What follows belongs to an exercise in optimizing a design on an open flow for a short achievable clock period and few clock cycles; a production flow would make more cautious choices. In this exercise RTL edits were held to simulation tests only and were not proved equivalent to the original.

**flow/design.v**
```verilog
module Top(
    input clk, rst,
    input forwardingEn,
    output [31:0] instAddr,
    input [31:0] instData,
    output wbValid,
    output [3:0] wbDest,
    output [31:0] wbData,
    input [15:0] SRAM_DQ_in,
    output [15:0] SRAM_DQ_out,
    output [17:0] SRAM_ADDR,
    output SRAM_UB_N,
    output SRAM_LB_N,
    output SRAM_WE_N,
    output SRAM_CE_N,
    output SRAM_OE_N
);
    localparam CW = 4;               
    localparam CN = 1 << CW;         
    localparam TW = 17 - CW;         
    assign {SRAM_UB_N, SRAM_LB_N, SRAM_CE_N, SRAM_OE_N} = 4'b0000;
    localparam R_ARI = 3'd0, R_AND = 3'd1, R_ORR = 3'd2, R_EOR = 3'd3,
               R_MOV = 3'd4, R_MVN = 3'd5;
    function condPass(input [3:0] c, input [3:0] f);
        reg n, z, cf, v;
        begin
            {n, z, cf, v} = f;
            case (c)
                4'b0000: condPass = z;
                4'b0001: condPass = ~z;
                4'b0010: condPass = cf;
                4'b0011: condPass = ~cf;
                4'b0100: condPass = n;
                4'b0101: condPass = ~n;
                4'b0110: condPass = v;
                4'b0111: condPass = ~v;
                4'b1000: condPass = cf & ~z;
                4'b1001: condPass = ~cf | z;
                4'b1010: condPass = (n == v);
                4'b1011: condPass = (n != v);
                4'b1100: condPass = ~z & (n == v);
                4'b1101: condPass = z & (n != v);
                4'b1110: condPass = 1'b1;
                default: condPass = 1'b0;
            endcase
        end
    endfunction
    function [32:0] ksCarry(input [32:0] g, input [32:0] p);
        integer l, j;
        reg [32:0] gg, pp, ng, np;
        begin
            gg = g; pp = p;
            for (l = 1; l < 33; l = l * 2) begin
                ng = gg; np = pp;
                for (j = l; j < 33; j = j + 1) begin
                    ng[j] = gg[j] | (pp[j] & gg[j-l]);
                    np[j] = pp[j] & pp[j-l];
                end
                gg = ng; pp = np;
            end
            ksCarry = gg;
        end
    endfunction
    reg [31:0] pc;
    reg [31:0] ir, pcD;
    reg vD, dPred;       
    reg [3:0] irRs2;     
    reg vE;
    reg [3:0] eCond, eDest;
    reg eS, eWb, eLoad, eStore, eBr, ePred;
    reg [2:0] eRes;
    reg eSub, eUseC, eArith;
    reg [31:0] eA, eR, eB, eTgt, eP4;
    reg eFwdMA, eFwdWA, eFwdMR, eFwdWR, eFwdMB, eFwdWB;
    reg mWbV, mLoad, mStore;
    reg [3:0] mDest;
    reg [31:0] mRes, mSD;
    reg wV;              
    reg [3:0] wDest;
    reg [31:0] wData;
    reg oV;
    reg [3:0] oDest;
    reg [31:0] oData;
    reg fN_q, fC_q, fV_q, zReg, zPend;
    wire zNow = zPend ? (mRes == 32'd0) : zReg;
    wire [3:0] flags = {fN_q, zNow, fC_q, fV_q};
    reg [31:0] rf [0:14];
    reg [14:0] rfW;      
    reg [31:0] pcO;
    assign instAddr = pcO;
    assign wbValid = oV;
    assign wbDest = oDest;
    assign wbData = oData;
    wire memStall;
    wire idStall;
    wire [31:0] pcNext;
    wire [3:0] fCond = instData[31:28];
    wire fIsBr = (instData[27:26] == 2'b10);
    wire fStable = ~(vE & eS) & ~(vD & dS);
    wire fTaken = fIsBr & (fStable ? condPass(fCond, flags)
                                   : (fCond == 4'b1110 || (instData[23] && fCond != 4'b1111)));
    wire [29:0] fOff = {{6{instData[23]}}, instData[23:0]};
    wire [32:0] fCy = ksCarry({3'b0, pc[31:2] & fOff, 1'b1}, {3'b0, pc[31:2] ^ fOff, 1'b0});
    wire [31:0] fTarget = {pc[31:2] ^ fOff ^ fCy[29:0], pc[1:0]};
    wire [3:0] dCond = ir[31:28];
    wire [1:0] dMode = ir[27:26];
    wire dI = ir[25];
    wire [3:0] dOpc = ir[24:21];
    wire dSb = ir[20];
    wire [3:0] dRn = ir[19:16];
    wire [3:0] dRd = ir[15:12];
    wire dIsDP = (dMode == 2'b00);
    wire dIsMem = (dMode == 2'b01);
    wire dIsBr = (dMode == 2'b10);
    wire dLoad = dIsMem & dSb;
    wire dStore = dIsMem & ~dSb;
    wire [3:0] dRs2 = irRs2;      
    reg [2:0] dRes;
    reg dSub, dUseC, dArith, dUsesA;
    always @(*) begin
        dRes = R_MOV; dSub = 1'b0; dUseC = 1'b0; dArith = 1'b0; dUsesA = 1'b1;
        if (dIsMem) begin
            dRes = R_ARI; dArith = 1'b1;
        end else begin
            case (dOpc)
                4'b0100: begin dRes = R_ARI; dArith = 1'b1; end                         
                4'b0101: begin dRes = R_ARI; dArith = 1'b1; dUseC = 1'b1; end           
                4'b0010, 4'b1010: begin dRes = R_ARI; dArith = 1'b1; dSub = 1'b1; end   
                4'b0110: begin dRes = R_ARI; dArith = 1'b1; dSub = 1'b1; dUseC = 1'b1; end  
                4'b0000, 4'b1000: dRes = R_AND;                                          
                4'b1100: dRes = R_ORR;
                4'b0001: dRes = R_EOR;
                4'b1111: begin dRes = R_MVN; dUsesA = 1'b0; end
                default: begin dRes = R_MOV; dUsesA = 1'b0; end                          
            endcase
        end
    end
    wire dWb = (dIsDP & ~(dOpc == 4'b1010 || dOpc == 4'b1000 || dOpc == 4'b0011)) | dLoad;
    wire dS = dIsDP & dSb;
    wire useA = vD & (dIsMem | (dIsDP & dUsesA));
    wire useR = vD & ((dIsDP & ~dI) | dStore);
    function [31:0] rfRead(input [3:0] r);
        rfRead = (r == 4'd15) ? 32'd0 : (rfW[r] ? rf[r] : {28'd0, r});
    endfunction
    wire mAluWb = mWbV & ~mLoad;
    wire [31:0] dA = (mAluWb && mDest == dRn) ? mRes : (wV && wDest == dRn) ? wData : rfRead(dRn);
    wire [31:0] dR = (mAluWb && mDest == dRs2) ? mRes : (wV && wDest == dRs2) ? wData : rfRead(dRs2);
    wire [63:0] dRotD = {24'd0, ir[7:0], 24'd0, ir[7:0]} >> {ir[11:8], 1'b0};
    wire [31:0] dMemImm = {{20{ir[11]}}, ir[11:0]} - 32'd1024;
    wire [31:0] dImm = dIsMem ? dMemImm : dRotD[31:0];
    wire [1:0] dShT = ir[6:5];
    wire [4:0] dShA = ir[11:7];
    reg [31:0] dShv;
    wire [63:0] dRorD = {dR, dR} >> dShA;
    always @(*) begin
        case (dShT)
            2'b00: dShv = dR << dShA;
            2'b01: dShv = dR >> dShA;
            2'b10: dShv = $signed(dR) >>> dShA;
            default: dShv = dRorD[31:0];
        endcase
    end
    wire dUseImm = dI | dIsMem;
    wire [31:0] dB = dUseImm ? dImm : dShv;
    wire dShifted = dIsDP & ~dI & (dShA != 5'd0);
    wire eWbCand = vE & eWb;
    wire dFwdMA = eWbCand & (eDest == dRn);
    wire dFwdMR = eWbCand & (eDest == dRs2);
    wire dFwdWA = mWbV & mLoad & (mDest == dRn);
    wire dFwdWR = mWbV & mLoad & (mDest == dRs2);
    wire dFwdMB = dFwdMR & ~dUseImm;
    wire dFwdWB = dFwdWR & ~dUseImm;
    reg fwdEn;
    always @(posedge clk) fwdEn <= forwardingEn;
    wire hzE = vE & (eLoad | (~fwdEn & eWb));
    wire hzM = ~fwdEn & mWbV;
    assign idStall = (useA & ((hzE & eDest == dRn) | (hzM & mDest == dRn))) |
                     (useR & ((hzE & eDest == dRs2) | (hzM & mDest == dRs2))) |
                     (vD & dShifted & (dFwdMR | dFwdWR));
    wire [31:0] dPcP4 = pcD + 32'd4;
    wire [31:0] dTarget = dPcP4 + {{6{ir[23]}}, ir[23:0], 2'b00};
    wire dStable = ~(vE & eS);
    wire dExact = condPass(dCond, flags);
    wire idRedirect = vD & dIsBr & dStable & (dExact != dPred);
    wire [31:0] idRedirPc = dExact ? dTarget : dPcP4;
    wire dPredF = dStable ? dExact : dPred;
    wire [31:0] fa = (eFwdMA & mWbV) ? mRes : (eFwdWA & wV) ? wData : eA;
    wire [31:0] fr = (eFwdMR & mWbV) ? mRes : (eFwdWR & wV) ? wData : eR;
    wire [31:0] b = (eFwdMB & mWbV) ? mRes : (eFwdWB & wV) ? wData : eB;
    wire [31:0] bx = eSub ? ~b : b;
    wire cin = eUseC ? flags[1] : eSub;
    wire [32:0] kc = ksCarry({fa & bx, cin}, {fa ^ bx, 1'b0});
    wire [31:0] px = fa ^ bx;
    wire [32:0] sum = {kc[32], px ^ kc[31:0]};
    reg [31:0] res;
    always @(*) begin
        case (eRes)
            R_ARI: res = sum[31:0];
            R_AND: res = fa & b;
            R_ORR: res = fa | b;
            R_EOR: res = fa ^ b;
            R_MVN: res = ~b;
            default: res = b;
        endcase
    end
    wire fN = res[31];
    wire fC = eArith & (sum[32] ^ eSub);
    wire fV = eArith & (fa[31] == bx[31]) & (res[31] != fa[31]);
    wire ePass = condPass(eCond, flags);
    wire eExec = vE & ePass;
    wire exRedirect = vE & eBr & (ePass ^ ePred) & ~memStall;
    wire [31:0] exRedirPc = ePass ? eTgt : eP4;
    wire exLoadGo = eExec & eLoad & ~memStall;    
    reg [31:0] cData [0:CN-1];
    reg [TW-1:0] cTag [0:CN-1];
    reg [CN-1:0] cValid;
    wire [16:0] mWord = mRes[18:2];
    wire [CW-1:0] mIdx = mWord[CW-1:0];
    wire [TW-1:0] mTag = mWord[16:CW];
    reg mCV;
    reg [TW-1:0] mCTag;
    wire hit = mCV & (mCTag == mTag);
    localparam SBN = 4;
    reg [16:0] sbAddr [0:SBN-1];
    reg [31:0] sbData [0:SBN-1];
    reg [1:0] sbHead, sbTail;
    reg [2:0] sbCount;
    reg wrHalf;
    wire sbFull = (sbCount == SBN);
    reg [SBN-1:0] sbValid;
    reg conflict;
    integer k;
    always @(*) begin
        conflict = 1'b0;
        for (k = 0; k < SBN; k = k + 1)
            if (sbValid[k] && sbAddr[k] == mWord)
                conflict = 1'b1;
    end
    reg [1:0] ldStep;
    reg specLo;           
    reg [15:0] loLatch;
    wire ldMiss0 = mLoad & (ldStep == 2'd0) & ~hit;
    assign memStall = (ldMiss0) | (mLoad & (ldStep == 2'd1 || ldStep == 2'd2)) |
                      (mStore & sbFull);
    wire ldDone = mLoad & ((ldStep == 2'd0 & hit) | ldStep == 2'd3);
    wire [31:0] ldData = (ldStep == 2'd3) ? {SRAM_DQ_in, loLatch} : cData[mIdx];
    wire cFill = mLoad & (ldStep == 2'd3);
    wire cWr = sbPush | cFill;
    wire [31:0] cWrData = sbPush ? mSD : ldData;
    wire [CW-1:0] xIdx = res[CW+1:2];
    wire xByp = cWr & (mIdx == xIdx);
    wire xCV = xByp | cValid[xIdx];
    wire [TW-1:0] xCTag = xByp ? mTag : cTag[xIdx];
    wire ldIssue0 = ldMiss0 & ~conflict;            
    wire ldPortReq = ldIssue0 | (ldStep == 2'd1);
    wire ldPortHi = (ldIssue0 & specLo) | (ldStep == 2'd1);
    wire sbPush = mStore & ~sbFull;
    reg ldWait;
    wire exLoadCand = vE & eLoad & ~ldWait & ~(mStore & sbFull);
    wire sbPop = ~ldPortReq & ~exLoadCand & (sbCount != 0) & wrHalf;
    reg [17:0] sAddr;
    reg [15:0] sDq;
    reg sWe;             
    assign SRAM_ADDR = sAddr;
    assign SRAM_DQ_out = sDq;
    assign SRAM_WE_N = ~sWe;
    always @(posedge clk or posedge rst) begin
        if (rst) begin
            sWe <= 1'b0;
            wrHalf <= 1'b0;
            ldStep <= 2'd0;
            specLo <= 1'b0;
            ldWait <= 1'b0;
            sbHead <= 2'd0;
            sbTail <= 2'd0;
            sbCount <= 3'd0;
            sbValid <= {SBN{1'b0}};
        end else begin
            specLo <= 1'b0;
            sWe <= 1'b0;
            ldWait <= ldMiss0 & conflict;
            if (ldPortReq) begin
            end else if (exLoadCand) begin
                specLo <= exLoadGo;
            end else if (sbCount != 0) begin
                sWe <= 1'b1;
                wrHalf <= ~wrHalf;
            end
            if (mLoad) begin
                case (ldStep)
                    2'd0: if (ldIssue0) ldStep <= specLo ? 2'd2 : 2'd1;
                    2'd1: ldStep <= 2'd2;
                    2'd2: ldStep <= 2'd3;
                    default: ldStep <= 2'd0;
                endcase
            end
            if (sbPop) begin
                sbHead <= sbHead + 2'd1;
                sbValid[sbHead] <= 1'b0;
            end
            if (sbPush) begin
                sbTail <= sbTail + 2'd1;
                sbValid[sbTail] <= 1'b1;
            end
            sbCount <= sbCount + {2'd0, sbPush} - {2'd0, sbPop};
        end
    end
    always @(posedge clk) begin
        if (ldPortReq) begin
            sAddr <= {mWord, ldPortHi};
        end else if (exLoadCand) begin
            sAddr <= {res[18:2], 1'b0};
        end else if (sbCount != 0) begin
            sAddr <= {sbAddr[sbHead], wrHalf};
        end else begin
            sAddr <= {sbAddr[sbHead], wrHalf};    
        end
        sDq <= wrHalf ? sbData[sbHead][31:16] : sbData[sbHead][15:0];
        if (mLoad && ldStep == 2'd2) loLatch <= SRAM_DQ_in;
        if (sbPush) begin
            sbAddr[sbTail] <= mWord;
            sbData[sbTail] <= mSD;
        end
        if (cWr) begin
            cData[mIdx] <= cWrData;
            cTag[mIdx] <= mTag;
        end
    end
    always @(posedge clk or posedge rst) begin
        if (rst) cValid <= {CN{1'b0}};
        else if (cWr) cValid[mIdx] <= 1'b1;
    end
    wire [31:0] pcP4 = pc + 32'd4;
    assign pcNext = exRedirect ? exRedirPc :
                    (memStall || idStall) ? pc :
                    idRedirect ? idRedirPc :
                    fTaken ? fTarget : pcP4;
    always @(posedge clk or posedge rst) begin
        if (rst) begin
            pc <= 32'd0;
            pcO <= 32'd0;
            vD <= 1'b0;
            vE <= 1'b0;
            mWbV <= 1'b0;
            mLoad <= 1'b0;
            mStore <= 1'b0;
            wV <= 1'b0;
            oV <= 1'b0;
            fN_q <= 1'b0;
            fC_q <= 1'b0;
            fV_q <= 1'b0;
            zReg <= 1'b0;
            zPend <= 1'b0;
        end else begin
            pcO <= pcNext;
            if (exRedirect) begin
                pc <= exRedirPc;
                vD <= 1'b0;
            end else if (!(memStall || idStall)) begin
                if (idRedirect) begin
                    pc <= idRedirPc;
                    vD <= 1'b0;
                end else begin
                    pc <= fTaken ? fTarget : pcP4;
                    vD <= 1'b1;
                end
            end
            if (!memStall) vE <= vD & ~idStall & ~exRedirect;
            if (!memStall) begin
                mWbV <= eExec & eWb;
                mLoad <= eExec & eLoad;
                mStore <= eExec & eStore;
            end
            if (!memStall) begin
                if (eExec && eS) begin
                    {fN_q, fC_q, fV_q} <= {fN, fC, fV};
                    zPend <= 1'b1;
                end else begin
                    zReg <= zNow;
                    zPend <= 1'b0;
                end
            end
            wV <= mWbV & ~memStall & (mDest != 4'd15);
            oV <= mWbV & ~memStall;
        end
    end
    always @(posedge clk) begin
        if (!(memStall || idStall) && !exRedirect) begin
            ir <= instData;
            irRs2 <= (instData[27:26] == 2'b01 && !instData[20]) ? instData[15:12] : instData[3:0];
            pcD <= pc;
            dPred <= fTaken;
        end
        if (!memStall) begin
            eCond <= dCond;
            eDest <= dRd;
            eS <= dS;
            eWb <= dWb;
            eLoad <= dLoad;
            eStore <= dStore;
            eBr <= dIsBr;
            ePred <= dPredF;
            eRes <= dRes;
            eSub <= dSub;
            eUseC <= dUseC;
            eArith <= dArith;
            eA <= dA;
            eR <= dR;
            eB <= dB;
            eFwdMA <= dFwdMA;
            eFwdWA <= dFwdWA;
            eFwdMR <= dFwdMR;
            eFwdWR <= dFwdWR;
            eFwdMB <= dFwdMB;
            eFwdWB <= dFwdWB;
            eTgt <= dTarget;
            eP4 <= dPcP4;
        end else begin
            eA <= fa;
            eR <= fr;
            eB <= b;
            eFwdMA <= 1'b0;
            eFwdWA <= 1'b0;
            eFwdMR <= 1'b0;
            eFwdWR <= 1'b0;
            eFwdMB <= 1'b0;
            eFwdWB <= 1'b0;
        end
        if (!memStall) begin
            mDest <= eDest;
            mRes <= res;
            mSD <= fr;
            mCV <= xCV;
            mCTag <= xCTag;
        end
        if (mWbV && !memStall) begin
            wDest <= mDest;
            wData <= mLoad ? ldData : mRes;
        end
        oDest <= mDest;
        oData <= mLoad ? ldData : mRes;
    end
    always @(posedge clk) begin
        if (wV) rf[wDest] <= wData;
    end
    always @(posedge clk or posedge rst) begin
        if (rst) rfW <= 15'd0;
        else if (wV) rfW[wDest] <= 1'b1;
    end
endmodule
```
**flow/constraint.sdc**
```tcl
create_clock -name core_clock -period 13.0 [get_ports {clk}]
set_input_delay 2.6000 -clock core_clock [delete_from_list [all_inputs] [get_ports {clk}]]
set_output_delay 2.6000 -clock core_clock [all_outputs]
set_load 0.01 [all_outputs]
```
**flow/flow/run.sh**
```bash
#!/bin/bash
# The standard layout (the standard.sh: standard synthesis, ORFS floorplan to
# finish), with ORFS's timing repair aimed below the clock period. The SDC and
# the clock period are unchanged; only repair_timing's setup margin is raised.
set -euo pipefail
bash standard.sh SETUP_SLACK_MARGIN=9 TNS_END_PERCENT=100 finish > standard_flow.log 2>&1
```
**flow/standard.sh**
```bash
#!/bin/bash
# synth_recipe.tcl (not shown) runs the flow's synth.tcl, then flattens the netlist and writes it again
# the make line also repeats each setting of config.mk as NAME=value (left out here)
make -C /OpenROAD-flow-scripts/flow DESIGN_CONFIG=/design/flow/config.mk WORK_HOME=/design/flow/orfs CLKGATE_MAP_FILE= SYNTH_SCRIPT=/design/flow/synth_recipe.tcl "${@:-finish}"
```
**flow/config.mk**
```make
export PLATFORM = sky130hd
export DESIGN_NAME = Top
export DESIGN_NICKNAME = Top
export VERILOG_FILES = /design/flow/design.v
export SDC_FILE = /design/flow/constraint.sdc
export NUM_CORES = 4
export LEC_CHECK = 0
export CAP_MARGIN = 20
export CORE_MARGIN = 2
export CORE_UTILIZATION = 40
export SLEW_MARGIN = 20
```
==> impl_metrics.csv, run 1 <==
group,metric,value,unit
run_status,outcome,"complete, no violations",
route,routed_wl,375000,um
placement,gp_congestion,0.996,
sta,final.setup.tns,0,ns
setup_path,arrival,5.39,ns
yosys,syn_avg_cell_area,13.0,um^2
yosys,synth-edff-count,1681,
sta,rsz0062_at_grt,"yes",
setup_path,end_kind,"flip-flop",
setup_path,crit_path_cell_trace,"buf_16 -> nand2_8 -> mux2i_2 -> o21ai_2 -> xor2_1 -> ha_1 -> and3_1 -> a221o_1 -> o21a_1 -> nor2_1 -> xnor2_1 -> mux4_2 -> o21ai_4 -> buf_12 -> buf_4 -> buf_4 -> a311oi_1 -> a211oi_2 -> a21o_1",
clocking,path_clk_slew,0.06,ns
floorplanning,core,243000,um^2
setup_path,worst_path_max_delay_cell,"dfrtp_4",
sta,period_needed,4.62,ns
setup_path,crit_family,"compound AO/OA/AOI/OAI gates",
placement,io_buffers,154,
floorplanning,dieWidth,498,um
yosys,synth_async_sr_flop_share,4.68,%
floorplanning,row_count,181,
global_route,antenna_found_initial,20,
sta,timing.fmax,216,MHz
yosys,seq_area_frac_synth,57.9,%
setup_path,cp.required,13.76,ns
setup_path,r2r_start,"wV",
setup_path,cp.buffers_inverters,4,
clocking,cts.sinks,1965,
global_route,grt_overflow,0,
yosys,synthTopCellsByArea,"edfxtp_1, mux4_2, dfxtp_1, nand2_1, ha_1",
yosys,yosysMostFrequentCell,"edfxtp_1",
sta,slew_viol_final,0,
yosys,ys.flop_type,"edfxtp_1",
yosys,ys_types,92,
sta,fin_worst_skew,0.0983,ns
sta,tightest_slew,1.23,ns
layout,nFillCells,20700,
floorplanning,start_util,40.2,%
yosys,yosys-top-cells-count,"edfxtp_1, nand2_1, mux4_2",
yosys,synth_top_area_share,51.6,%
hold_path,worstHoldPathCells,1,
global_route,grt_max_degree,105,
clocking,cts_tree,"built",
hold_path,min_to,"cValid[12]",
yosys,yosysWarningCount,1,
route,first_pass_iters,7,
sta,setup-violations-final,0,
route,vias,72600,
yosys,synth-seq-cells,1965,
setup_path,reg2reg_depth,19,
yosys,syn_inst,7519,
global_route,grt_pass1_vias,69700,
global_route,grt_first_pass_wirelength,520000,um
layout,multiInputGateArea,43200,um^2
yosys,synth_area,97700,um^2
setup_path,rrSetupSlack,8.38,ns
route,viasPerCell,6.33,
setup_path,crit_fanout,14,
sta,slew_headroom,17.7,%
run,drv_cap,0,
setup_path,critPathMaxStageDelay,0.58,ns
floorplanning,die-area,248000,um^2
clocking,htreeDepth,4,
sta,fin_crit_sh,35.6,%
layout,fin_nets,8317,
setup_path,r2r_end,"mCTag[6]",
route,post_drt_wl_per_cell,32.7,um
layout,area_growth,23.4,%
global_route,grt_use_total,29.1,%
setup_path,cp-start-kind,"flip-flop",
setup_path,critical_path_class,"reg -> reg",
clocking,insertion_delay,0.94,ns
route,ant_nets,0,
clocking,cts_hold_buf,0,
route,dr.first_iter.drc_count,9385,
clocking,clk_path_buf_depth,3,
layout,drive_gt1_share,30.7,%
floorplanning,dieHeight,498,um
sta,hold_viol,0,
setup_path,cp.depth,19,
setup_path,cp_common_cell,"buf_4",
clocking,cts_buffers,207,
hold_path,hold_class,"reg -> reg",
floorplanning,ioPinCount,159,
route,remaining_drc_errors,0,
yosys,synth_top_area_cell,"edfxtp_1",
clocking,cts-root-buf,"clkbuf_16",
hold_path,worstHoldStart,"cValid[12]",
layout,ff_latch_area,56800,um^2
placement,post-dp-hpwl,227000,um
[worst max-delay path by stage]
stage | from | end | slack, ns
5_1_grt | wV | mCTag[1] | 8.30
6_report | wV | mCTag[6] | 8.38
3_3_place_gp | eFwdWA | mCTag[12] | 6.70
3_5_place_dp | eFwdWA | mCTag[5] | 6.64
4_1_cts | wV | mCTag[6] | 8.44
2_1_floorplan | instData[11] | pc[30] | 8.17
[layout by cell type (no fill, tap or decap), types with 45 or more instances in the layout]
master,count
nor3_1,66
a21oi_1,268
edfxtp_1,1681
mux4_2,477
nor2_4,45
o21ai_0,234
xnor2_1,212
a21oi_2,98
o21ai_1,51
dfxtp_1,130
nand2_1,829
nor2_1,344
xor2_1,69
buf_12,48
ha_1,153
nand2b_1,90
o22ai_1,70
a211oi_1,46
mux2i_1,181
buf_6,167
a31oi_1,82
dfxtp_2,46
and3_1,57
clkbuf_16,223
dfrtp_1,56
mux2_2,88
buf_4,519
inv_1,149
nand4_1,52
a21o_1,77
nand3_1,193
o211ai_1,128
a22oi_1,54
[area by class of cell]
type | count | area share, %
clock inverter | 129 | 1.31
inverter | 170 | 0.579
sequential | 1965 | 47.1
timing repair buffer | 865 | 7.18
multi-input combinational | 4856 | 35.8
clock buffer | 265 | 4.67
antenna | 11 | 0.0228
tap | 3202 | 3.32
timing repair inverter | 4 | 0.0290
[registers in the layout (all words and copies together) (netlist names), 68 cells and up, named ones only]
register	count
rf	480
cData	512
cTag	208
sbAddr	68
sbData	128
[metrics by stage]
step           hold WS (ns)  utilization [%]  worst slack [ns]  cells  instance area, um^2
2_1_floorplan         0.424                -              8.17   7522                98800
3_5_place_dp          0.444             42.7              6.64  10600               104000
3_3_place_gp          0.438             42.7              6.70  10600               104000
5_1_grt               0.469             49.6              8.30  11500               121000
4_1_cts               0.457             48.4              8.44  11300               118000
6_report              0.460             49.6              8.38  11500               121000
[what timing repair did]
action	4_1_cts	5_1_grt
gates resized for setup	1337	322
buffers inserted	307	147
hold endpoints to repair	0	0
pin swaps	206	194
cloned	34	13
setup endpoints to repair	937	330
[cell families after synthesis]
group	after synthesis	share of synthesized area, %
DFF	1965	57.9
and+or+nand+nor	1951	8.94
AOI/OAI and AO/OA	1593	10.6
muxes	798	14.4
buffers and inverters	709	2.81
xor gates and xnor gates	305	2.75
adders and majority gates	197	2.54
other	1	0.00384
[layer usage]
layer / routed length [um] / global-route usage, %
met1: 144000 / 38.6
met2: 165000 / 44.0
met3: 41900 / 7.44
met4: 23400 / 15.0
met5: 296 / 0
Testbench counts, summed over its fixed seeds: cycles 19,094.
==> run 2: changes to the inputs <==
--- a/flow/design.v
+++ b/flow/design.v
@@ -17,5 +17,3 @@
 );
-    localparam CW = 4;               
-    localparam CN = 1 << CW;         
-    localparam TW = 17 - CW;         
+    localparam CN = 16;              
     assign {SRAM_UB_N, SRAM_LB_N, SRAM_CE_N, SRAM_OE_N} = 4'b0000;
@@ -88,4 +86,3 @@
     reg [14:0] rfW;      
-    reg [31:0] pcO;
-    assign instAddr = pcO;
+    assign instAddr = pc;
     assign wbValid = oV;
@@ -95,3 +92,3 @@
     wire idStall;
-    wire [31:0] pcNext;
+    wire eExecWb;
     wire [3:0] fCond = instData[31:28];
@@ -99,7 +96,14 @@
     wire fStable = ~(vE & eS) & ~(vD & dS);
-    wire fTaken = fIsBr & (fStable ? condPass(fCond, flags)
-                                   : (fCond == 4'b1110 || (instData[23] && fCond != 4'b1111)));
-    wire [29:0] fOff = {{6{instData[23]}}, instData[23:0]};
-    wire [32:0] fCy = ksCarry({3'b0, pc[31:2] & fOff, 1'b1}, {3'b0, pc[31:2] ^ fOff, 1'b0});
-    wire [31:0] fTarget = {pc[31:2] ^ fOff ^ fCy[29:0], pc[1:0]};
+    wire fNear = (instData[23:7] == 17'h00000) | (instData[23:7] == 17'h1ffff);
+    reg [31:0] fTab;
+    integer fk;
+    always @(*) begin
+        for (fk = 0; fk < 16; fk = fk + 1) begin
+            fTab[fk] = fStable ? condPass(fk[3:0], flags) : (fk == 14);           
+            fTab[fk + 16] = fStable ? condPass(fk[3:0], flags) : (fk != 15);      
+        end
+    end
+    wire fTaken = fIsBr & fNear & fTab[{instData[23], fCond}];
+    wire [7:0] fLow = pc[9:2] + instData[7:0] + 8'd1;
+    wire [31:0] fTarget = {pc[31:10], fLow, pc[1:0]};
     wire [3:0] dCond = ir[31:28];
@@ -165,7 +169,6 @@
     wire dShifted = dIsDP & ~dI & (dShA != 5'd0);
-    wire eWbCand = vE & eWb;
-    wire dFwdMA = eWbCand & (eDest == dRn);
-    wire dFwdMR = eWbCand & (eDest == dRs2);
-    wire dFwdWA = mWbV & mLoad & (mDest == dRn);
-    wire dFwdWR = mWbV & mLoad & (mDest == dRs2);
+    wire dFwdMA = eExecWb & (eDest == dRn);
+    wire dFwdMR = eExecWb & (eDest == dRs2);
+    wire dFwdWA = mWbV & mLoad & (mDest == dRn) & (mDest != 4'd15);
+    wire dFwdWR = mWbV & mLoad & (mDest == dRs2) & (mDest != 4'd15);
     wire dFwdMB = dFwdMR & ~dUseImm;
@@ -180,11 +183,15 @@
     wire [31:0] dPcP4 = pcD + 32'd4;
-    wire [31:0] dTarget = dPcP4 + {{6{ir[23]}}, ir[23:0], 2'b00};
+    wire [29:0] dOff = {{6{ir[23]}}, ir[23:0]};
+    wire [32:0] dCy = ksCarry({3'b0, pcD[31:2] & dOff, 1'b1}, {3'b0, pcD[31:2] ^ dOff, 1'b0});
+    wire [31:0] dTarget = {pcD[31:2] ^ dOff ^ dCy[29:0], pcD[1:0]};
     wire dStable = ~(vE & eS);
-    wire dExact = condPass(dCond, flags);
-    wire idRedirect = vD & dIsBr & dStable & (dExact != dPred);
-    wire [31:0] idRedirPc = dExact ? dTarget : dPcP4;
-    wire dPredF = dStable ? dExact : dPred;
-    wire [31:0] fa = (eFwdMA & mWbV) ? mRes : (eFwdWA & wV) ? wData : eA;
-    wire [31:0] fr = (eFwdMR & mWbV) ? mRes : (eFwdWR & wV) ? wData : eR;
-    wire [31:0] b = (eFwdMB & mWbV) ? mRes : (eFwdWB & wV) ? wData : eB;
+    wire dPredF = dStable ? condPass(dCond, flags)
+                          : (dCond == 4'b1110 || (ir[23] && dCond != 4'b1111));
+    wire [8:0] dLow = {1'b0, pcD[9:2]} + {1'b0, ir[7:0]} + 9'd1;
+    wire dPageX = (dLow[8] != ir[7]);
+    wire idRedirect = vD & dIsBr & ((dPredF != dPred) | (dPred & dPageX));
+    wire [31:0] idRedirPc = dPredF ? dTarget : dPcP4;
+    wire [31:0] fa = eFwdMA ? mRes : eFwdWA ? wData : eA;
+    wire [31:0] fr = eFwdMR ? mRes : eFwdWR ? wData : eR;
+    wire [31:0] b = eFwdMB ? mRes : eFwdWB ? wData : eB;
     wire [31:0] bx = eSub ? ~b : b;
@@ -210,2 +217,3 @@
     wire eExec = vE & ePass;
+    assign eExecWb = eExec & eWb;
     wire exRedirect = vE & eBr & (ePass ^ ePred) & ~memStall;
@@ -214,10 +222,17 @@
     reg [31:0] cData [0:CN-1];
-    reg [TW-1:0] cTag [0:CN-1];
+    reg [16:0] cTag [0:CN-1];        
     reg [CN-1:0] cValid;
+    reg [3:0] cPtr;                  
     wire [16:0] mWord = mRes[18:2];
-    wire [CW-1:0] mIdx = mWord[CW-1:0];
-    wire [TW-1:0] mTag = mWord[16:CW];
-    reg mCV;
-    reg [TW-1:0] mCTag;
-    wire hit = mCV & (mCTag == mTag);
+    reg [CN-1:0] cMatch;
+    reg [31:0] cHitData;
+    integer ci;
+    always @(*) begin
+        cHitData = 32'd0;
+        for (ci = 0; ci < CN; ci = ci + 1) begin
+            cMatch[ci] = cValid[ci] & (cTag[ci] == mWord);
+            cHitData = cHitData | ({32{cMatch[ci]}} & cData[ci]);
+        end
+    end
+    wire hit = |cMatch;
     localparam SBN = 4;
@@ -245,3 +260,3 @@
     wire ldDone = mLoad & ((ldStep == 2'd0 & hit) | ldStep == 2'd3);
-    wire [31:0] ldData = (ldStep == 2'd3) ? {SRAM_DQ_in, loLatch} : cData[mIdx];
+    wire [31:0] ldData = (ldStep == 2'd3) ? {SRAM_DQ_in, loLatch} : cHitData;
     wire cFill = mLoad & (ldStep == 2'd3);
@@ -249,7 +264,4 @@
     wire [31:0] cWrData = sbPush ? mSD : ldData;
-    wire [CW-1:0] xIdx = res[CW+1:2];
-    wire xByp = cWr & (mIdx == xIdx);
-    wire xCV = xByp | cValid[xIdx];
-    wire [TW-1:0] xCTag = xByp ? mTag : cTag[xIdx];
-    wire ldIssue0 = ldMiss0 & ~conflict;            
+    wire [CN-1:0] cWrSel = hit ? cMatch : ({{(CN-1){1'b0}}, 1'b1} << cPtr);
+    wire ldIssue0 = ldMiss0 & ~conflict & ~ldWait;   
     wire ldPortReq = ldIssue0 | (ldStep == 2'd1);
@@ -259,3 +271,5 @@
     wire exLoadCand = vE & eLoad & ~ldWait & ~(mStore & sbFull);
-    wire sbPop = ~ldPortReq & ~exLoadCand & (sbCount != 0) & wrHalf;
+    wire ldReserve = (mLoad & (ldStep == 2'd0) & ~ldWait) | (ldStep == 2'd1);
+    wire drain = ~ldReserve & ~exLoadCand & (sbCount != 0);
+    wire sbPop = drain & wrHalf;
     reg [17:0] sAddr;
@@ -281,6 +295,4 @@
             ldWait <= ldMiss0 & conflict;
-            if (ldPortReq) begin
-            end else if (exLoadCand) begin
-                specLo <= exLoadGo;
-            end else if (sbCount != 0) begin
+            specLo <= exLoadGo;
+            if (drain) begin
                 sWe <= 1'b1;
@@ -323,16 +335,18 @@
         end
-        if (cWr) begin
-            cData[mIdx] <= cWrData;
-            cTag[mIdx] <= mTag;
-        end
+        for (ci = 0; ci < CN; ci = ci + 1)
+            if (cWr && cWrSel[ci]) begin
+                cData[ci] <= cWrData;
+                cTag[ci] <= mWord;
+            end
     end
     always @(posedge clk or posedge rst) begin
-        if (rst) cValid <= {CN{1'b0}};
-        else if (cWr) cValid[mIdx] <= 1'b1;
+        if (rst) begin
+            cValid <= {CN{1'b0}};
+            cPtr <= 4'd0;
+        end else if (cWr) begin
+            cValid <= cValid | cWrSel;
+            cPtr <= cPtr + 4'd1;
+        end
     end
     wire [31:0] pcP4 = pc + 32'd4;
-    assign pcNext = exRedirect ? exRedirPc :
-                    (memStall || idStall) ? pc :
-                    idRedirect ? idRedirPc :
-                    fTaken ? fTarget : pcP4;
     always @(posedge clk or posedge rst) begin
@@ -340,3 +354,2 @@
             pc <= 32'd0;
-            pcO <= 32'd0;
             vD <= 1'b0;
@@ -354,3 +367,2 @@
         end else begin
-            pcO <= pcNext;
             if (exRedirect) begin
@@ -432,4 +444,2 @@
             mSD <= fr;
-            mCV <= xCV;
-            mCTag <= xCTag;
         end
==> run 2 against run 1 <==
  * Final cell count is 3.6% higher
  * Global-route usage up 2.6 points
  * Routed wire length up 13%
  * Area after synthesis increased by 2.8%
  * Die area rose by 2.8%
  * Worst setup slack better by 0.16 ns
  * Still clean
  * Hold slack got worse by 0.0015 ns
  * Register-to-register slack gained 0.16 ns
  * First-iteration DRC count increased by 23%
  * Non-clock buffer count rose by 22
  * Maximum frequency up 3.6%
==> impl_metrics.csv, run 2 <==
group,metric,value,unit
run_status,outcome,"complete, no violations",
global_route,grt_max_degree,65,
floorplanning,dieHeight,505,um
setup_path,cp.required,13.70,ns
yosys,seq_area_frac_synth,57.9,%
layout,final_cell_mix,"edfxtp_1, nand2_1, buf_4",
yosys,synth_top_area_cell,"edfxtp_1",
layout,layout_commonest_cell,"edfxtp_1",
yosys,yosys-top-cells-count,"edfxtp_1, nand2_1, xnor2_1",
global_route,grt_use_total,31.7,%
yosys,synth_xor_area_share,4.79,%
yosys,synth_top_family_by_area,"compound AO/OA/AOI/OAI gates",
layout,area_growth,23.8,%
route,viasPerCell,6.51,
setup_path,cp-start-kind,"flip-flop",
yosys,yosysMostFrequentCell,"edfxtp_1",
sta,setup-violations-final,0,
route,first_pass_iters,9,
route,dr.first_iter.drc_count,11600,
setup_path,end_kind,"flip-flop",
sta,fin_worst_skew,0.0928,ns
route,remaining_drc_errors,0,
floorplanning,start_util,40.1,%
floorplanning,ioPinCount,159,
run,drv_cap,0,
global_route,antenna_found_initial,32,
setup_path,critical_path_class,"reg -> reg",
layout,largestRegisters,"cData: 512 flops, rf: 480 flops, cTag: 272 flops",
clocking,cts_tree,"built",
global_route,grt_first_pass_wirelength,577000,um
clocking,cts.sinks,2015,
yosys,synth-seq-cells,2015,
sta,fin_crit_sh,34.3,%
route,post_drt_wl_per_cell,35.8,um
route,routed_wl,425000,um
layout,nFillCells,21500,
setup_path,arrival,5.16,ns
yosys,synthSimpleGateAreaFrac,8.91,%
yosys,synth_area,100000,um^2
floorplanning,row_count,184,
sta,hold_viol,0,
yosys,yosysWarningCount,3,
yosys,synth-edff-count,1731,
floorplanning,core,250000,um^2
yosys,synth_compound_area_share,12.2,%
placement,gp_congestion,1.07,
yosys,syn_inst,7750,
layout,regMostFlops,"cData",
placement,dp_cells,11000,
clocking,cts_buffers,208,
yosys,synth_async_sr_flop_share,4.76,%
floorplanning,die-area,255000,um^2
placement,io_buffers,154,
setup_path,crit_fanout,4,
route,ant_nets,0,
clocking,path_clk_slew,0.06,ns
hold_path,hold_class,"reg -> reg",
sta,slew_viol_final,0,
yosys,ys.flop_type,"edfxtp_1",
clocking,cts-root-buf,"clkbuf_16",
yosys,synth_top_area_share,51.7,%
sta,period_needed,4.46,ns
clocking,htreeDepth,4,
yosys,synthTopCellsByArea,"edfxtp_1, mux4_2, xnor2_1, dfxtp_1, mux2i_1",
yosys,synthAdderAreaFrac,2.23,%
clocking,clk_path_buf_depth,3,
global_route,grt_overflow,0,
sta,rsz0062_at_grt,"yes",
sta,slew_headroom,20.8,%
floorplanning,dieWidth,505,um
yosys,syn_avg_cell_area,13.0,um^2
yosys,muxShareOfSynthArea,11.1,%
route,vias,77300,
sta,timing.fmax,224,MHz
clocking,insertion_delay,0.91,ns
layout,drive_gt1_share,28.2,%
layout,fin_cells,11900,
layout,largest_reg_flops,512,
layout,fin_nets,8560,
yosys,ys_types,115,
sta,final.setup.tns,0,ns
placement,post-dp-hpwl,255000,um
global_route,grt_pass1_vias,72800,
sta,tightest_slew,1.18,ns
## run 2: changes by cell type in the layout (fill, tap and decap cells not counted), moves of 55 or more
cell | before | now
a22o_1 | 13 | 159
a221oi_1 | 12 | 143
xnor2_1 | 212 | 404
a21oi_1 | 268 | 203
mux2_2 | 88 | 144
nand4_1 | 52 | 192
buf_4 | 519 | 464
mux2i_1 | 181 | 266
nand3_1 | 193 | 98
nand2_1 | 829 | 603
mux4_2 | 477 | 282
## run 2: worst paths after layout
check                         start        end  slack, ns  depth (start not counted)
max                        mRes[16]  flip-flop       8.54                         18
min                          pcD[1]     eP4[1]       0.46                          0
max reg2reg                mRes[16]  flip-flop       8.54                         18
min reg2reg                  pcD[1]     eP4[1]       0.46                          0
max in group asynchronous       rst     pc[29]       9.20                          4
min in group asynchronous       rst         oV       2.29                          3
## run 2: kinds of logic (layout without fill, tap and decap cells)
group                      Yosys count  in the layout
AOI/OAI and AO/OA                 1741           1742
xor gates and xnor gates           550            550
other                                1             16
DFF                               2015           2015
muxes                              739            740
and+or+nand+nor                   1829           1834
buffers and inverters              698           1454
adders and majority gates          177            177
## run 2: area by class of cell
type,instances,area [um^2],share of cell area [%]
well taps,3348,4190,3.37
clock inverters,106,1340,1.08
repair inverters,3,40.0,0.0322
clock buffers,288,5940,4.78
repair buffers,887,10100,8.12
diodes,12,30.0,0.0241
flip-flops and latches,2015,58300,46.9
multi-input cells,5047,43800,35.2
inverters,170,678,0.545
## run 2: routing by layer
metal / part of all wire, % / vias to the layer above / global-route usage (%) / wire, um
li1: - / 31400 / - / -
met1: 37 / 39000 / 40.7 / 155000
met2: 44 / 5589 / 48.7 / 188000
met3: 11 / 1326 / 7.24 / 47500
met4: 8.1 / 20 / 19.7 / 34300
met5: 0.047 / - / 0.244 / 199
## run 2: through the flow
stage / cell area (um^2) / setup slack [ns] / util, % / hold WS (ns)
floorplan: 101000 / 8.07 / - / 0.424
finish: 124000 / 8.54 / 49.7 / 0.458
CTS: 121000 / 8.64 / 48.1 / 0.460
detailed placement: 106000 / 6.48 / 42.5 / 0.445
global placement: 106000 / 6.53 / 42.5 / 0.435
global route: 124000 / 8.53 / 49.7 / 0.482
## run 2: timing repair
item                        CTS  global route
pin swaps                   141           181
gates resized for setup    1316           459
buffers inserted            286           143
cloned                       55            22
hold buffers                  0             0
setup endpoints to repair  1982          1052
## run 2: critical path, stage by stage, from the launching register on
cell      delay (ns)
edfxtp_1        0.42
buf_4           0.17
nor4_4          0.50
nand4_4         0.29
o31a_4          0.38
mux2i_1         0.17
a32o_2          0.28
mux2i_4         0.29
buf_12          0.16
a211oi_4        0.05
buf_12          0.16
buf_16          0.13
nor3_4          0.28
buf_12          0.16
mux2_4          0.34
buf_6           0.14
ha_4            0.16
o21ai_4         0.06
o311ai_1        0.10
Testbench counts of run 2, summed over its fixed seeds: cycles 18,893.
==> run 3: changes to the inputs <==
--- a/flow/design.v
+++ b/flow/design.v
@@ -186,3 +186,3 @@
     wire [31:0] dTarget = {pcD[31:2] ^ dOff ^ dCy[29:0], pcD[1:0]};
-    wire dStable = ~(vE & eS);
+    wire dStable = ~(vE & eS) | ~ePass;
     wire dPredF = dStable ? condPass(dCond, flags)
@@ -195,4 +195,3 @@
     wire [31:0] fr = eFwdMR ? mRes : eFwdWR ? wData : eR;
-    wire [31:0] b = eFwdMB ? mRes : eFwdWB ? wData : eB;
-    wire [31:0] bx = eSub ? ~b : b;
+    wire [31:0] bx = eFwdMB ? (mRes ^ {32{eSub}}) : eFwdWB ? (wData ^ {32{eSub}}) : eB;
     wire cin = eUseC ? flags[1] : eSub;
@@ -202,15 +201,18 @@
     reg [31:0] res;
+    reg [31:0] lres;     
     always @(*) begin
         case (eRes)
-            R_ARI: res = sum[31:0];
-            R_AND: res = fa & b;
-            R_ORR: res = fa | b;
-            R_EOR: res = fa ^ b;
-            R_MVN: res = ~b;
-            default: res = b;
+            R_AND: lres = fa & bx;       
+            R_ORR: lres = fa | bx;
+            R_EOR: lres = fa ^ bx;
+            R_MVN: lres = ~bx;
+            default: lres = bx;
         endcase
     end
+    always @(*) begin
+        res = (eRes == R_ARI) ? sum[31:0] : lres;
+    end
     wire fN = res[31];
     wire fC = eArith & (sum[32] ^ eSub);
-    wire fV = eArith & (fa[31] == bx[31]) & (res[31] != fa[31]);
+    wire fV = eArith & (kc[31] ^ kc[32]);    
     wire ePass = condPass(eCond, flags);
@@ -420,3 +422,3 @@
             eR <= dR;
-            eB <= dB;
+            eB <= dSub ? ~dB : dB;
             eFwdMA <= dFwdMA;
@@ -432,3 +434,3 @@
             eR <= fr;
-            eB <= b;
+            eB <= bx;
             eFwdMA <= 1'b0;
==> run 3 against run 2 <==
  * Area after synthesis is 0.21% lower
  * Critical path type unchanged
  * Final area is 0.56% higher
  * Count of clock-buffer cells in the layout is 10 lower
  * Utilization is 0.60 points higher
==> impl_metrics.csv, run 3 <==
group,metric,value,unit
run_status,outcome,"complete, no violations",
setup_path,critPathMaxStageDelay,0.51,ns
route,dr.first_iter.drc_count,10200,
yosys,synth_compound_area_share,12.7,%
placement,post-dp-hpwl,242000,um
sta,slew_viol_final,0,
yosys,seq_area_frac_synth,58.0,%
setup_path,cp-start-kind,"flip-flop",
sta,timing.fmax,221,MHz
floorplanning,core,249000,um^2
sta,setup-violations-final,0,
route,vias,76900,
yosys,synthSimpleGateAreaFrac,8.53,%
clocking,htreeDepth,4,
clocking,cts_buffers,213,
setup_path,rrSetupSlack,8.47,ns
yosys,yosysWarningCount,3,
placement,gp_congestion,1.04,
yosys,synth-edff-count,1731,
yosys,synthAdderAreaFrac,1.83,%
sta,period_needed,4.53,ns
placement,dp_cells,10800,
sta,hold_viol,0,
floorplanning,dieWidth,505,um
yosys,synth_top_area_share,51.8,%
global_route,antenna_found_initial,17,
yosys,yosys-top-cells-count,"edfxtp_1, nand2_1, xnor2_1",
yosys,synth_top_area_cell,"edfxtp_1",
global_route,grt_first_pass_wirelength,561000,um
floorplanning,dieHeight,505,um
clocking,path_clk_slew,0.07,ns
setup_path,cp.required,13.74,ns
layout,final_cell_mix,"edfxtp_1, nand2_1, buf_4",
yosys,syn_inst,7644,
sta,slew_headroom,9.59,%
sta,tightest_slew,1.34,ns
setup_path,cp.buffers_inverters,3,
global_route,grt_use_total,30.6,%
layout,fin_cells,11800,
yosys,synth_top_family_by_area,"compound AO/OA/AOI/OAI gates",
hold_path,hold_class,"reg -> reg",
yosys,ys_types,125,
setup_path,arrival,5.27,ns
route,viasPerCell,6.50,
clocking,cts_hold_buf,0,
sta,fin_worst_skew,0.0696,ns
setup_path,cp_common_cell,"o211ai_1",
sta,final.setup.tns,0,ns
setup_path,end_kind,"flip-flop",
route,first_pass_iters,15,
placement,io_buffers,154,
clocking,insertion_delay,0.93,ns
yosys,synthTopCellsByArea,"edfxtp_1, mux4_2, dfxtp_1, xnor2_1, nand2_1",
floorplanning,ioPinCount,159,
clocking,cts.sinks,2015,
yosys,synth_xor_area_share,4.50,%
global_route,grt_max_degree,80,
layout,largest_reg_flops,512,
sta,fin_crit_sh,34.9,%
setup_path,crit_path_cell_trace,"buf_12 -> clkinvlp_4 -> nand2_8 -> buf_12 -> o22ai_2 -> nand2_1 -> o21ai_2 -> a21o_1 -> ha_4 -> a21oi_4 -> o21bai_4 -> a2111oi_4 -> o31ai_4 -> o211ai_1 -> nand2_1 -> a21o_1 -> xor2_1 -> mux4_2 -> o211ai_1 -> o211ai_1",
global_route,grt_overflow,0,
yosys,muxShareOfSynthArea,11.4,%
clocking,clk_path_buf_depth,3,
floorplanning,row_count,183,
layout,ff_latch_area,58300,um^2
sta,rsz0062_at_grt,"yes",
layout,fin_nets,8493,
floorplanning,die-area,255000,um^2
layout,nFillCells,21000,
yosys,synth-seq-cells,2015,
yosys,yosysMostFrequentCell,"edfxtp_1",
route,routed_wl,407000,um
setup_path,worst_path_max_delay_cell,"mux4_2",
yosys,syn_avg_cell_area,13.1,um^2
run,drv_cap,0,
route,ant_nets,0,
setup_path,crit_family,"compound AO/OA/AOI/OAI gates",
setup_path,crit_fanout,5,
clocking,cts_tree,"built",
yosys,ys.flop_type,"edfxtp_1",
setup_path,critical_path_class,"reg -> reg",
layout,layout_commonest_cell,"edfxtp_1",
route,remaining_drc_errors,0,
layout,regMostFlops,"cData",
route,post_drt_wl_per_cell,34.4,um
yosys,synth_area,100000,um^2
floorplanning,start_util,40.3,%
layout,drive_gt1_share,30.5,%
yosys,synth_async_sr_flop_share,4.76,%
layout,multiInputGateArea,44100,um^2
layout,largestRegisters,"cData: 512 flops, rf: 480 flops, cTag: 272 flops",
layout,area_growth,24.8,%
global_route,grt_pass1_vias,73100,
clocking,cts-root-buf,"clkbuf_16",
run 3: final cells by class:
type	count	share of cell area [%]
multi-input combinational	4950	35.2
sequential	2015	46.6
tap	3330	3.33
timing repair inverter	3	0.0290
clock inverter	127	1.31
antenna	12	0.0240
timing repair buffer	961	8.30
clock buffer	278	4.63
inverter	154	0.505
run 3: repair_timing:
action | in CTS | in global routing
pin swaps | 212 | 247
buffers inserted | 368 | 155
resized for setup | 1499 | 439
cloned | 49 | 15
endpoints found under the hold margin | 0 | 0
setup endpoints to repair | 1877 | 1438
run 3: kinds of logic (layout without fill, tap and decap cells):
group / Yosys count / in the layout
AOI/OAI and AO/OA: 1799 / 1807
adders and majority gates: 144 / 144
other: 1 / 16
muxes: 719 / 722
DFF: 2015 / 2015
xor gates and xnor gates: 515 / 515
buffers and inverters: 699 / 1523
and+or+nand+nor: 1752 / 1758
run 3: stage by stage:
step	util, %	worst slack (ns)	hold slack [ns]	area, um^2
4_1_cts	48.9	8.60	0.462	122000
3_5_place_dp	42.5	6.82	0.449	106000
5_1_grt	50.3	8.37	0.484	125000
6_report	50.3	8.47	0.465	125000
2_1_floorplan	-	8.01	0.424	101000
3_3_place_gp	42.5	6.87	0.435	106000
run 3: worst reg2reg max path: cells and delay by family, from the launching register on:
family	cells	cell delay (ns)
xor+xnor	1	0.14
flops	1	0.36
fa+ha+maj	1	0.27
simple gates	3	0.34
buf+inv	3	0.42
mux	1	0.51
compound gates	11	2.35
run 3: path summary, 6_finish.rpt:
kind	startpoint	to	cells past startpoint
max	eFwdMB	sAddr[17]	20
min	pcD[1]	eP4[1]	0
max reg2reg	eFwdMB	sAddr[17]	20
min reg2reg	pcD[1]	eP4[1]	0
max in group asynchronous	rst	sbHead[0]	4
min in group asynchronous	rst	pc[0]	2
run 3: routing by layer:
metal	vias to the layer above	part of all wire (%)	track usage, %
met5	-	0.075	0.450
met4	16	8.1	18.8
met3	1359	11	7.45
met2	5264	45	47.2
met1	39000	37	38.9
li1	31300	-	-
Testbench counts of run 3, summed over its fixed seeds: cycles 18,879.
==> run 4: changes to the inputs <==
--- a/flow/design.v
+++ b/flow/design.v
@@ -65,2 +65,3 @@
     reg [3:0] irRs2;     
+    reg [31:0] rdA, rdR;     
     reg vE;
@@ -72,2 +73,5 @@
     reg eFwdMA, eFwdWA, eFwdMR, eFwdWR, eFwdMB, eFwdWB;
+    reg ePre, eEq, eLogN, eLogZ;
+    reg eLoIss;              
+    reg [16:0] eEW;          
     reg mWbV, mLoad, mStore;
@@ -94,2 +98,3 @@
     wire [3:0] fCond = instData[31:28];
+    wire [3:0] fRs2 = (instData[27:26] == 2'b01 && !instData[20]) ? instData[15:12] : instData[3:0];
     wire fIsBr = (instData[27:26] == 2'b10);
@@ -149,4 +154,4 @@
     wire mAluWb = mWbV & ~mLoad;
-    wire [31:0] dA = (mAluWb && mDest == dRn) ? mRes : (wV && wDest == dRn) ? wData : rfRead(dRn);
-    wire [31:0] dR = (mAluWb && mDest == dRs2) ? mRes : (wV && wDest == dRs2) ? wData : rfRead(dRs2);
+    wire [31:0] dA = (mAluWb && mDest == dRn) ? mRes : (wV && wDest == dRn) ? wData : rdA;
+    wire [31:0] dR = (mAluWb && mDest == dRs2) ? mRes : (wV && wDest == dRs2) ? wData : rdR;
     wire [63:0] dRotD = {24'd0, ir[7:0], 24'd0, ir[7:0]} >> {ir[11:8], 1'b0};
@@ -175,2 +180,15 @@
     wire dFwdWB = dFwdWR & ~dUseImm;
+    wire dEarly = vD & dLoad & ~dFwdMA & ~dFwdWA;
+    wire [18:0] dEA = dA[18:0] + dMemImm[18:0];
+    wire dPre = dUseImm & ~dFwdMA & ~dFwdWA;
+    reg [31:0] dLres;
+    always @(*) begin
+        case (dRes)
+            R_AND: dLres = dA & dImm;
+            R_ORR: dLres = dA | dImm;
+            R_EOR: dLres = dA ^ dImm;
+            R_MVN: dLres = ~dImm;
+            default: dLres = dImm;
+        endcase
+    end
     reg fwdEn;
@@ -187,3 +205,9 @@
     wire dStable = ~(vE & eS) | ~ePass;
-    wire dPredF = dStable ? condPass(dCond, flags)
+    wire dLogicS = ~eArith & ePre;
+    wire dZSub = eSub & ~eUseC & ePre & (dCond[3:1] == 3'b000);    
+    wire [3:0] eFlagsLogic = {eLogN, eLogZ, 2'b00};
+    wire [3:0] eFlagsZSub = {flags[3], eEq, flags[1:0]};
+    wire dPredF = dStable ? condPass(dCond, flags) :
+                  dLogicS ? condPass(dCond, eFlagsLogic) :
+                  dZSub ? condPass(dCond, eFlagsZSub)
                           : (dCond == 4'b1110 || (ir[23] && dCond != 4'b1111));
@@ -257,4 +281,6 @@
     reg specLo;           
+    reg mEarly;           
     reg [15:0] loLatch;
     wire ldMiss0 = mLoad & (ldStep == 2'd0) & ~hit;
+    wire ldEarlyMiss = ldMiss0 & mEarly & ~conflict & ~ldWait;
     assign memStall = (ldMiss0) | (mLoad & (ldStep == 2'd1 || ldStep == 2'd2)) |
@@ -267,3 +293,3 @@
     wire [CN-1:0] cWrSel = hit ? cMatch : ({{(CN-1){1'b0}}, 1'b1} << cPtr);
-    wire ldIssue0 = ldMiss0 & ~conflict & ~ldWait;   
+    wire ldIssue0 = ldMiss0 & ~conflict & ~ldWait & ~mEarly;   
     wire ldPortReq = ldIssue0 | (ldStep == 2'd1);
@@ -272,5 +298,9 @@
     reg ldWait;
-    wire exLoadCand = vE & eLoad & ~ldWait & ~(mStore & sbFull);
-    wire ldReserve = (mLoad & (ldStep == 2'd0) & ~ldWait) | (ldStep == 2'd1);
-    wire drain = ~ldReserve & ~exLoadCand & (sbCount != 0);
+    wire portFree = ~ldWait & ~(mStore & sbFull);
+    wire eHiReq = vE & eLoad & eLoIss & portFree;
+    wire exLoadCand = vE & eLoad & ~eLoIss & portFree;
+    wire dLoReq = dEarly & portFree;
+    wire dLoGrant = dLoReq & ~ldPortReq & ~eHiReq & ~exLoadCand;
+    wire ldReserve = (mLoad & (ldStep == 2'd0) & ~ldWait & ~mEarly) | (ldStep == 2'd1);
+    wire drain = ~ldReserve & ~eHiReq & ~exLoadCand & ~dLoReq & (sbCount != 0);
     wire sbPop = drain & wrHalf;
@@ -288,2 +318,3 @@
             specLo <= 1'b0;
+            mEarly <= 1'b0;
             ldWait <= 1'b0;
@@ -297,3 +328,5 @@
             ldWait <= ldMiss0 & conflict;
-            specLo <= exLoadGo;
+            if (!memStall) mEarly <= eExec & eLoad & eLoIss;
+            else if (ldMiss0 & conflict) mEarly <= 1'b0;
+            specLo <= exLoadGo & ~eLoIss;
             if (drain) begin
@@ -304,3 +337,4 @@
                 case (ldStep)
-                    2'd0: if (ldIssue0) ldStep <= specLo ? 2'd2 : 2'd1;
+                    2'd0: if (ldEarlyMiss) ldStep <= 2'd3;
+                          else if (ldIssue0) ldStep <= specLo ? 2'd2 : 2'd1;
                     2'd1: ldStep <= 2'd2;
@@ -324,4 +358,8 @@
             sAddr <= {mWord, ldPortHi};
+        end else if (eHiReq) begin
+            sAddr <= {eEW, 1'b1};
         end else if (exLoadCand) begin
             sAddr <= {res[18:2], 1'b0};
+        end else if (dLoReq) begin
+            sAddr <= {dEA[18:2], 1'b0};
         end else if (sbCount != 0) begin
@@ -332,3 +370,3 @@
         sDq <= wrHalf ? sbData[sbHead][31:16] : sbData[sbHead][15:0];
-        if (mLoad && ldStep == 2'd2) loLatch <= SRAM_DQ_in;
+        if ((mLoad && ldStep == 2'd2) || ldEarlyMiss) loLatch <= SRAM_DQ_in;
         if (sbPush) begin
@@ -403,5 +441,10 @@
             ir <= instData;
-            irRs2 <= (instData[27:26] == 2'b01 && !instData[20]) ? instData[15:12] : instData[3:0];
+            irRs2 <= fRs2;
             pcD <= pc;
             dPred <= fTaken;
+            rdA <= (wV && wDest == instData[19:16]) ? wData : rfRead(instData[19:16]);
+            rdR <= (wV && wDest == fRs2) ? wData : rfRead(fRs2);
+        end else begin
+            if (wV && wDest == dRn) rdA <= wData;
+            if (wV && wDest == dRs2) rdR <= wData;
         end
@@ -423,2 +466,8 @@
             eB <= dSub ? ~dB : dB;
+            ePre <= dPre;
+            eLoIss <= dLoGrant;
+            eEW <= dEA[18:2];
+            eEq <= (dA == dImm);
+            eLogN <= dLres[31];
+            eLogZ <= (dLres == 32'd0);
             eFwdMA <= dFwdMA;
@@ -435,2 +484,3 @@
             eB <= bx;
+            eLoIss <= 1'b0;
             eFwdMA <= 1'b0;
==> run 4 against run 3 <==
  * Routed wire length up 17%
  * Maximum frequency down 2.7%
  * Die area up 4.8%
  * Still clean on timing, DRC and antenna
  * Critical path type unchanged
  * Critical endpoint is now fC_q
==> impl_metrics.csv, run 4 <==
group,metric,value,unit
run_status,outcome,"complete, no violations",
floorplanning,dieWidth,517,um
yosys,synth_area,105000,um^2
layout,utilization,51.9,%
setup_path,worst_path_max_delay_cell,"or3_4",
layout,drive_gt1_share,29.1,%
sta,fin_worst_skew,0.104,ns
layout,area_growth,29.2,%
layout,final_cell_mix,"edfxtp_1, nand2_1, buf_4",
clocking,cts.sinks,2094,
placement,post-dp-hpwl,271000,um
layout,regMostFlops,"cData",
setup_path,crit_path_cell_trace,"buf_12 -> clkinvlp_4 -> nand2_4 -> buf_12 -> o22ai_2 -> nand2_1 -> o21ai_2 -> a21oi_2 -> inv_2 -> ha_4 -> and3_4 -> a221o_1 -> or3_4 -> a31oi_4 -> a31oi_4 -> a311oi_4 -> o21ai_2 -> o41ai_4 -> buf_4 -> buf_6 -> o41ai_4 -> xnor2_1 -> buf_4 -> o22ai_2",
sta,hold_viol,0,
yosys,synth_top_area_cell,"edfxtp_1",
yosys,yosysWarningCount,3,
global_route,grt_first_pass_wirelength,631000,um
clocking,cts-root-buf,"clkbuf_16",
floorplanning,die-area,267000,um^2
yosys,synth_async_sr_flop_share,4.63,%
global_route,grt_overflow,0,
floorplanning,start_util,40.1,%
yosys,seq_area_frac_synth,57.0,%
yosys,synthTopCellsByArea,"edfxtp_1, dfxtp_1, nand2_1, mux4_2, xnor2_1",
layout,nFillCells,21900,
setup_path,cp-start-kind,"flip-flop",
floorplanning,row_count,188,
clocking,clk_path_buf_depth,4,
yosys,yosysMostFrequentCell,"edfxtp_1",
yosys,yosys-top-cells-count,"edfxtp_1, nand2_1, nor2_1",
layout,largest_reg_flops,512,
global_route,grt_pass1_vias,79800,
clocking,htreeDepth,4,
placement,gp_congestion,1.01,
setup_path,crit_fanout,6,
sta,setup-violations-final,0,
setup_path,critical_path_class,"reg -> reg",
layout,largestRegisters,"cData: 512 flops, rf: 480 flops, cTag: 272 flops",
hold_path,hold_class,"reg -> reg",
route,remaining_drc_errors,0,
yosys,synth-edff-count,1752,
placement,io_buffers,154,
sta,final.setup.tns,0,ns
global_route,grt_use_total,33.4,%
sta,slew_headroom,14.3,%
yosys,ys_types,112,
run,drv_cap,0,
route,viasPerCell,6.51,
route,routed_wl,477000,um
setup_path,end_kind,"flip-flop",
clocking,insertion_delay,0.94,ns
floorplanning,ioPinCount,159,
sta,slew_viol_final,0,
route,ant_nets,0,
sta,fin_crit_sh,35.8,%
floorplanning,core,262000,um^2
global_route,antenna_found_initial,45,
clocking,cts_tree,"built",
layout,fin_nets,9940,
setup_path,critPathMaxStageDelay,0.42,ns
sta,tightest_slew,1.27,ns
route,first_pass_iters,9,
layout,layout_commonest_cell,"edfxtp_1",
yosys,syn_avg_cell_area,11.9,um^2
setup_path,cp.required,13.79,ns
yosys,syn_inst,8840,
sta,period_needed,4.66,ns
yosys,ys.flop_type,"edfxtp_1",
yosys,synth_top_area_share,50.0,%
sta,timing.fmax,215,MHz
route,post_drt_wl_per_cell,35.6,um
setup_path,arrival,5.45,ns
floorplanning,dieHeight,517,um
clocking,cts_buffers,228,
route,dr.first_iter.drc_count,13300,
yosys,synth-seq-cells,2094,
clocking,path_clk_slew,0.06,ns
sta,rsz0062_at_grt,"yes",
route,vias,87100,
global_route,grt_max_degree,88,
-- run 4: cell types whose count changed in the layout (fill, tap and decap cells not counted), moves of 63 or more --
cell,before,now
nand2_1,592,1073
mux4_2,306,179
o211ai_1,113,48
nand3_1,77,243
ha_1,120,191
inv_1,134,197
a311oi_1,5,77
buf_4,521,599
dfxtp_1,134,213
-- run 4: kinds of logic after synthesis --
logic type	after synthesis	synth area share (%)
buffers and inverters	859	3.32
AND/OR/NAND/NOR	2591	11.4
AO/OA/AOI/OAI	1895	12.7
multiplexers	627	8.27
flip-flops	2094	57.0
other	1	0.00357
XOR/XNOR	549	4.58
adder cells (fa/ha/maj)	224	2.69
-- run 4: path summary, 6_finish.rpt --
kind	from	endpoint	slack, ns	cells past startpoint
min in group asynchronous	rst	oV	2.33	3
worst min-delay path	pcD[0]	eP4[0]	0.46	0
worst max-delay path	eFwdMB	fC_q	8.34	24
max in group asynchronous	rst	mLoad	9.50	4
worst min register to register	pcD[0]	eP4[0]	0.46	0
worst max register to register	eFwdMB	fC_q	8.34	24
-- run 4: through the flow --
stage	setup slack, ns	cell area (um^2)	cells	hold WS, ns
after floorplan	8.04	106000	8843	0.424
after global placement	5.36	112000	12200	0.435
after detailed placement	5.33	112000	12200	0.448
after CTS	8.42	129000	13100	0.465
after global routing	8.24	136000	13400	0.464
final	8.34	136000	13400	0.461
-- run 4: layout make-up --
| type | instances | area [um^2] | area share, % |
|---|---|---|---|
| flip-flops and latches | 2094 | 60000 | 44.2 |
| multi-input cells | 5905 | 48700 | 35.9 |
| repair buffers | 1199 | 14200 | 10.5 |
| clock buffers | 288 | 6150 | 4.53 |
| well taps | 3515 | 4400 | 3.24 |
| clock inverters | 124 | 1150 | 0.847 |
| inverters | 224 | 1030 | 0.755 |
| repair inverters | 13 | 151 | 0.111 |
| diodes | 14 | 35.0 | 0.0258 |
-- run 4: layer usage --
layer,up-vias,track usage (%),part of all wire [%]
met3,1603,9.01,13
met5,-,0,0.077
met4,28,19.4,7.3
li1,35400,-,-
met1,43500,44.9,38
met2,6568,48.4,42
-- run 4: critical path, delay by kind of cell, from the launching register on --
| family | cells | cell delay, ns |
|---|---|---|
| buffers and inverters | 7 | 1.00 |
| and+or+nand+nor | 4 | 0.78 |
| AOI/OAI and AO/OA | 11 | 2.03 |
| adders and majority gates | 1 | 0.23 |
| xor gates and xnor gates | 1 | 0.19 |
| DFF | 1 | 0.35 |
-- run 4: timing repair --
item	in CTS	in global routing
endpoints found under the hold margin	0	0
endpoints found under the setup margin	2080	1191
gates cloned	88	45
pin swaps	218	316
resized for setup	1618	789
setup buffers	405	240
hold buffers	0	0
Testbench counts of run 4, summed over its fixed seeds: cycles 18,224.

## separate check: timing with driven ports
The results above use ideal ports. As a check the final layouts listed here were re-extracted and re-timed, cells and wires unchanged.
Step 1 assumes that a clkbuf_16 drives the clock port and a buf_2 every other input.
Step 2 moves the port delays by t, midway between the first and last clock arrival at a register: inputs arrive t later, outputs are due t later. That takes back most of the time a late clock gives input paths.
a / b / c = no drivers / after step 1 / after step 2; a / b = the first two.
run | t (ns) | setup slack, ns | worst setup path at the end | cell pins on the clock port's net
run 1 | 0.994 | 8.377 / 8.377 / 7.607 | input to register | 1
run 2 | 0.967 | 8.539 / 8.539 / 7.691 | input to register | 1
run 3 | 1.010 | 8.469 / 8.469 / 7.911 | input to register | 1
run 4 | 1.005 | 8.344 / 8.344 / 7.437 | input to register | 1
After both steps every run listed still meets setup and hold. For run 4, which loses most, drivers alone change the setup slack by 0.000 ns; drivers and shift together by -0.907 ns.
